What follows belongs to an exercise in optimizing a design on an open flow for small area and a short achievable clock period; a production flow would make more cautious choices. In this exercise RTL edits were held to simulation tests only and were not proved equivalent to the original. No driver is modelled on the clock port, so clocking that relies on it looks cheaper here than on a real chip. No activity file was given, so power comes from the tool's default toggle rates.

run A:
==> flow/design.v (excerpt) <==
module cpu(clk, rst, imem_addr, imem_data, dmem_addr, dmem_wdata, dmem_we, dmem_re, dmem_rdata);
	input clk;
	input rst;
	output [6:0] imem_addr;
	input [31:0] imem_data;
	output [4:0] dmem_addr;
	output [31:0] dmem_wdata;
	output dmem_we;
	output dmem_re;
	input [31:0] dmem_rdata;
	wire [5:0] op = imem_data[31:26];
	wire [4:0] rs = imem_data[25:21];
	wire [4:0] rt = imem_data[20:16];
	wire [4:0] rd = imem_data[15:11];
	wire [5:0] fn = imem_data[5:0];
	wire [15:0] imm = imem_data[15:0];
	wire is_addi = (op == 6'h08);
	wire is_andi = (op == 6'h0c);
	wire is_ori  = (op == 6'h0d);
	wire is_xori = (op == 6'h0e);
	wire is_lw   = (op == 6'h23);
	wire is_sw   = (op == 6'h2b);
	wire is_bgt  = (op == 6'h07);
	wire is_j    = (op == 6'h02);
	wire is_jr   = (op == 6'h09);
	wire is_imm  = is_addi | is_andi | is_ori | is_xori | is_lw | is_sw;
	wire rtype   = ~(is_imm | is_bgt);
	wire f_add = rtype & (fn == 6'h20);
	wire f_sub = rtype & (fn == 6'h22);
	wire f_and = rtype & (fn == 6'h24);
	wire f_or  = rtype & (fn == 6'h25);
	wire f_xor = rtype & (fn == 6'h26);
	wire f_slt = rtype & (fn == 6'h2a);
	wire f_shl = rtype & (fn == 6'h01);
	wire op_add = is_addi | is_lw | is_sw | f_add;
	wire op_sub = f_sub;
	wire op_and = is_andi | f_and;
	wire op_or  = is_ori | f_or;
	wire op_xor = is_xori | f_xor;
	reg [31:0] rf [1:31];
	wire [31:0] ra, rb;
	integer k;
	genvar gk;
	wire [991:0] rflat;
	generate
		for (gk = 1; gk < 32; gk = gk + 1) begin : g_flat
			assign rflat[gk*32-32 +: 32] = rf[gk];
		end
	endgenerate
	wire [31:0] rbn = ~rb;
	wire [14:0] ralo;
	rdport port_a(.d(rflat), .sel(rs), .q(ra), .lo(ralo));
	rdport port_b(.d(rflat), .sel(rt), .q(rb), .lo());
	wire [31:0] A = ra;
	wire [31:0] ext = {15'b0, imm[15], imm};
	wire [31:0] B = is_imm ? ext : rb;
	wire sm = is_bgt | f_sub | f_slt;
	wire [31:0] Bx = is_imm ? ext : (sm ? rbn : rb);
	wire [31:0] sum;
	wire cs;
	wire [31:0] a_and, a_or, a_xor;
	add32 u_add(.a(A), .b(Bx), .ci(sm), .s(sum), .co(cs), .g(a_and), .t(a_or), .p(a_xor));
	wire [31:0] diff = sum;
	wire [31:0] shl = A << rb[1:0];
	wire [31:0] result =
		({32{op_add | op_sub}} & sum) |
		({32{op_and}} & a_and) |
		({32{op_or}}  & a_or) |
		({32{op_xor}} & a_xor) |
		({32{f_slt}}  & {31'b0, ~cs}) |
		({32{f_shl}}  & shl);
  ...
Size in the first run: about 3900 cells after synthesis, roughly 110 I/O pins.
==> flow/config.mk <==
export PLATFORM = sky130hd
export DESIGN_NAME = cpu
export DESIGN_NICKNAME = cpu
export VERILOG_FILES = /design/flow/design.v
export SDC_FILE = /design/flow/constraint.sdc
export NUM_CORES = 4
export LEC_CHECK = 0
export CAP_MARGIN = 20
export CORE_MARGIN = 2
export CORE_UTILIZATION = 45
export CTS_BUF_LIST = sky130_fd_sc_hd__clkbuf_16
export CTS_CLUSTER_DIAMETER = 70
export CTS_CLUSTER_SIZE = 26
export PLACE_DENSITY = 0.6
export SETUP_SLACK_MARGIN = 5
export SLEW_MARGIN = 20
export SYNTH_HIERARCHICAL = 1
export SYNTH_MINIMUM_KEEP_SIZE = 0
export TNS_END_PERCENT = 0
==> flow/constraint.sdc <==
create_clock -name core_clock -period 12.0 [get_ports {clk}]
set_input_delay 2.4000 -clock core_clock [delete_from_list [all_inputs] [get_ports {clk}]]
set_output_delay 2.4000 -clock core_clock [all_outputs]
set_load 0.01 [all_outputs]
standard.sh (not shown) runs the stock make flow with config.mk's settings and CLKGATE_MAP_FILE= SYNTH_SCRIPT=/design/flow/synth_recipe.tcl, a recipe that flattens the netlist after the stock synthesis.
==> flow/flow/run.sh <==
#!/bin/bash
set -euo pipefail
CTS="-sink_clustering_enable -repair_clock_nets -sink_clustering_size 26 -sink_clustering_max_diameter 70 -buf_list sky130_fd_sc_hd__clkbuf_16 -dont_use_dummy_load"
bash standard.sh "BUFFER_PORTS_ARGS=-buffer_cell sky130_fd_sc_hd__buf_2" \
  "CTS_ARGS=$CTS" finish > standard_flow.log 2>&1
[inputs] run B vs run A
--- a/flow/flow/run.sh
+++ b/flow/flow/run.sh
@@ -4,2 +4,4 @@
 bash standard.sh "BUFFER_PORTS_ARGS=-buffer_cell sky130_fd_sc_hd__buf_2" \
-  "CTS_ARGS=$CTS" finish > standard_flow.log 2>&1
+  "CTS_ARGS=$CTS" \
+  "POST_CTS_TCL=$(pwd)/flow/post_cts.tcl" \
+  "POST_GLOBAL_ROUTE_TCL=$(pwd)/flow/post_grt.tcl" finish > standard_flow.log 2>&1
==> flow/flow/post_cts.tcl (new file) <==
# Extra setup repair after CTS: resize and swap pins only, toward the same
# margin as the flow's own repair, over every violating endpoint.
estimate_parasitics -placement
repair_timing -setup -setup_margin $::env(SETUP_SLACK_MARGIN) -repair_tns 100 \
  -sequence "sizeup,swap" -skip_last_gasp -verbose
detailed_placement
check_placement -verbose
estimate_parasitics -placement
report_worst_slack
report_design_area
==> flow/flow/post_grt.tcl (new file) <==
# Extra setup repair after global routing, with global-route parasitics:
# resize and swap pins only, toward the flow's margin, over every violating
# endpoint; then legalize and reroute the changed nets as global_route.tcl does.
estimate_parasitics -global_routing
repair_timing -setup -setup_margin $::env(SETUP_SLACK_MARGIN) -repair_tns 100 \
  -sequence "sizeup,swap" -skip_last_gasp -verbose
global_route -start_incremental
detailed_placement
global_route -end_incremental
check_placement -verbose
estimate_parasitics -global_routing
report_worst_slack
report_design_area
==> comparison <==
- Per the comparison of run B with run A, sequential share of layout area went down; switching power summed over all nets did not really move; wire length after detailed routing did not really move.

========
run 1:
Another version of the RTL of cpu (not shown whole).
Size: about 4,200 cells after synthesis, about 110 I/O pins, roughly 0.045 mm² of cells after synthesis.
export LEC_CHECK = 0
export CAP_MARGIN = 20
export CORE_MARGIN = 2
export CORE_UTILIZATION = 50
export CTS_BUF_LIST = sky130_fd_sc_hd__clkbuf_16
export CTS_CLUSTER_DIAMETER = 70
export CTS_CLUSTER_SIZE = 26
export PLACE_DENSITY = 0.65
export SETUP_SLACK_MARGIN = 5
export SLEW_MARGIN = 20
export SYNTH_HIERARCHICAL = 1
export SYNTH_MINIMUM_KEEP_SIZE = 0
export TNS_END_PERCENT = 0
create_clock -name core_clock -period 12.0 [get_ports {clk}]
==> flow/flow/run.sh <==
#!/bin/bash
set -euo pipefail
CTS="-sink_clustering_enable -repair_clock_nets -sink_clustering_size 26 -sink_clustering_max_diameter 70 -buf_list sky130_fd_sc_hd__clkbuf_16 -dont_use_dummy_load"
bash standard.sh "BUFFER_PORTS_ARGS=-buffer_cell sky130_fd_sc_hd__buf_2" \
  "CTS_ARGS=$CTS" \
  "POST_CTS_TCL=$(pwd)/flow/post_cts.tcl" \
  "POST_GLOBAL_ROUTE_TCL=$(pwd)/flow/post_grt.tcl" finish > standard_flow.log 2>&1
==> flow/flow/post_cts.tcl <==
# Extra setup repair after CTS: resize and swap pins only, toward the same
# margin as the flow's own repair, over every violating endpoint.
estimate_parasitics -placement
repair_timing -setup -setup_margin $::env(SETUP_SLACK_MARGIN) -repair_tns 100 \
  -sequence "sizeup,swap" -skip_last_gasp -verbose
detailed_placement
check_placement -verbose
estimate_parasitics -placement
report_worst_slack
report_design_area
==> flow/flow/post_grt.tcl <==
# Extra setup repair after global routing, with global-route parasitics:
# resize and swap pins only, toward the flow's margin, over every violating
# endpoint; then legalize and reroute the changed nets as global_route.tcl does.
estimate_parasitics -global_routing
repair_timing -setup -setup_margin $::env(SETUP_SLACK_MARGIN) -repair_tns 100 \
  -sequence "sizeup,swap" -skip_last_gasp -verbose
global_route -start_incremental
detailed_placement
global_route -end_incremental
check_placement -verbose
estimate_parasitics -global_routing
report_worst_slack
report_design_area
### run 1 -> run 2
# run 1
export LEC_CHECK = 0
export CAP_MARGIN = 20
export CORE_MARGIN = 2
export CORE_UTILIZATION = 50
export CTS_BUF_LIST = sky130_fd_sc_hd__clkbuf_16
export CTS_CLUSTER_DIAMETER = 70
export CTS_CLUSTER_SIZE = 26
export PLACE_DENSITY = 0.65
export SETUP_SLACK_MARGIN = 5
export SLEW_MARGIN = 20
export SYNTH_HIERARCHICAL = 1
export SYNTH_MINIMUM_KEEP_SIZE = 0
export TNS_END_PERCENT = 0
create_clock -name core_clock -period 12.0 [get_ports {clk}]
# run 2
export LEC_CHECK = 0
export CAP_MARGIN = 20
export CORE_MARGIN = 2
export CORE_UTILIZATION = 45
export CTS_BUF_LIST = sky130_fd_sc_hd__clkbuf_16
export CTS_CLUSTER_DIAMETER = 70
export CTS_CLUSTER_SIZE = 26
export PLACE_DENSITY = 0.6
export SETUP_SLACK_MARGIN = 5
export SLEW_MARGIN = 20
export SYNTH_HIERARCHICAL = 1
export SYNTH_MINIMUM_KEEP_SIZE = 0
export TNS_END_PERCENT = 0
create_clock -name core_clock -period 12.0 [get_ports {clk}]
[summary]
In summary, run 2 completed successfully, with a layout that passed the timing, design-rule and antenna checks.
Summary of run 2 over run 1: via count of the routed design now sits lower, final clock period utilization by the worst path now sits at about the same level, cell-internal power now sits at about the same level.
Wire length the detailed router placed on met1 ends up lower on run 1.
A highest routed metal layer of met4 is what run 2 shows, while met5 belongs to run 1.
What run 3 does differently from run 2 at the input level:
==> flow/flow/post_cts.tcl <==
# Extra setup repair after CTS: resize and swap pins only, toward a setup
# margin of 5.5 ns, over every endpoint below it.
estimate_parasitics -placement
repair_timing -setup -setup_margin 5.5 -repair_tns 100 \
  -sequence "sizeup,swap" -skip_last_gasp -verbose
detailed_placement
check_placement -verbose
estimate_parasitics -placement
report_worst_slack
report_design_area
==> flow/flow/post_grt.tcl <==
# Extra setup repair after global routing, with global-route parasitics:
# resize and swap pins only, toward a setup margin of 5.5 ns, over every
# endpoint below it; then legalize and reroute the changed nets as
# global_route.tcl does.
estimate_parasitics -global_routing
repair_timing -setup -setup_margin 5.5 -repair_tns 100 \
  -sequence "sizeup,swap" -skip_last_gasp -verbose
global_route -start_incremental
detailed_placement
global_route -end_incremental
check_placement -verbose
estimate_parasitics -global_routing
report_worst_slack
report_design_area
All of run 2 and run 3 finish clean.
Going from run 2 to run 3, net load switching power increased 0.63%, final non-filler cell total about even, via count ~0 delta.

========
cpu, a different RTL version from the one above (not shown whole).
For scale: about 44000 um2 of cells after synthesis.
Settings: LEC_CHECK=0, CAP_MARGIN=20, CORE_MARGIN=2, CORE_UTILIZATION=55, CTS_BUF_LIST=sky130_fd_sc_hd__clkbuf_16, CTS_CLUSTER_DIAMETER=80, CTS_CLUSTER_SIZE=30, PLACE_DENSITY=0.7, SETUP_SLACK_MARGIN=5, SLEW_MARGIN=20, SYNTH_HIERARCHICAL=1, SYNTH_MINIMUM_KEEP_SIZE=0, TNS_END_PERCENT=0; clock period 12.0 ns.
==> flow/flow/run.sh <==
#!/bin/bash
set -euo pipefail
bash standard.sh "BUFFER_PORTS_ARGS=-buffer_cell sky130_fd_sc_hd__buf_2" finish > standard_flow.log 2>&1
The baseline completed with no timing, DRC or antenna violations.
==> next run, changes <==
==> flow/flow/run.sh (replaced) <==
#!/bin/bash
set -euo pipefail
CTS="-sink_clustering_enable -repair_clock_nets -sink_clustering_size 26 -sink_clustering_max_diameter 70 -buf_list sky130_fd_sc_hd__clkbuf_16 -dont_use_dummy_load"
bash standard.sh "BUFFER_PORTS_ARGS=-buffer_cell sky130_fd_sc_hd__buf_2" \
  "CTS_ARGS=$CTS" finish > standard_flow.log 2>&1
CORE_UTILIZATION = 45   (was 55)
CTS_CLUSTER_DIAMETER = 70   (was 80)
CTS_CLUSTER_SIZE = 26   (was 30)
PLACE_DENSITY = 0.6   (was 0.7)
Outcome: The new run completed without violations. Routed wire length came out higher by 3.8%. Maximum frequency came out higher by 1.4%. Critical path depth came out lower by 10.
==> next run, changes <==
==> flow/flow/run.sh (replaced) <==
#!/bin/bash
set -euo pipefail
bash standard.sh "BUFFER_PORTS_ARGS=-buffer_cell sky130_fd_sc_hd__buf_2" \
  "POST_CTS_TCL=$(pwd)/flow/post_cts.tcl" finish > standard_flow.log 2>&1
==> flow/flow/post_cts.tcl (new file) <==
# Extra setup repair after CTS: resize and swap pins only, toward the same
# margin as the flow's own repair, over every violating endpoint.
estimate_parasitics -placement
repair_timing -setup -setup_margin $::env(SETUP_SLACK_MARGIN) -repair_tns 100 \
  -sequence "sizeup,swap" -skip_last_gasp -verbose
detailed_placement
check_placement -verbose
estimate_parasitics -placement
report_worst_slack
report_design_area
CTS_CLUSTER_DIAMETER = 80   (was 70)
CTS_CLUSTER_SIZE = 30   (was 26)
Combinational power rose by about 0.6%; worst hold slack gets better by 0.0069 ns; cell area climbs by 0.61%; core utilization climbs by 0.33 points; register-to-register slack improved by 0.06 ns; sequential power hardly moves; area after synthesis is unchanged; critical path depth rose by 11; final cell count is unchanged.

[what the ideal ports hide]
How much do the figures lean on ideal ports? The routed layouts below were timed once more, with nothing changed but the port constraints. Step 1, drivers: a clkbuf_16 drives clk and a buf_2 each remaining input, both assumed. Step 2 also shifts input and output timing later by t, the mid clock arrival at the registers, as if the neighbouring blocks saw the same clock. Slacks: no drivers / after step 1 / after step 2; pairs: no drivers / after step 1.
run | shift t [ns] | setup WS [ns] | clock arrival spread, ns | cell pins on the clock port's net
run A | 0.729 | 4.654 / 4.628 / 4.019 | 0.100 / 0.101 | 1
run B | 0.729 | 4.796 / 4.711 / 4.255 | 0.101 / 0.101 | 1
run 1 | 0.736 | 4.870 / 4.780 / 4.274 | 0.105 / 0.105 | 1
run 2 | 0.765 | 4.866 / 4.783 / 4.222 | 0.084 / 0.084 | 1
run 3 | 0.769 | 4.932 / 4.821 / 4.202 | 0.082 / 0.082 | 1
the first run of note 3 | 0.731 | 4.273 / 4.145 / 3.460 | 0.063 / 0.062 | 1
the second run of note 3 | 0.779 | 4.382 / 4.334 / 3.694 | 0.134 / 0.134 | 1
the third run of note 3 | 0.756 | 4.395 / 4.234 / 3.565 | 0.068 / 0.068 | 1
After both steps setup and hold are still met in every run listed. The setup slack of the third run of note 3, which loses most, moves by -0.161 ns with the drivers and by -0.830 ns with both steps.
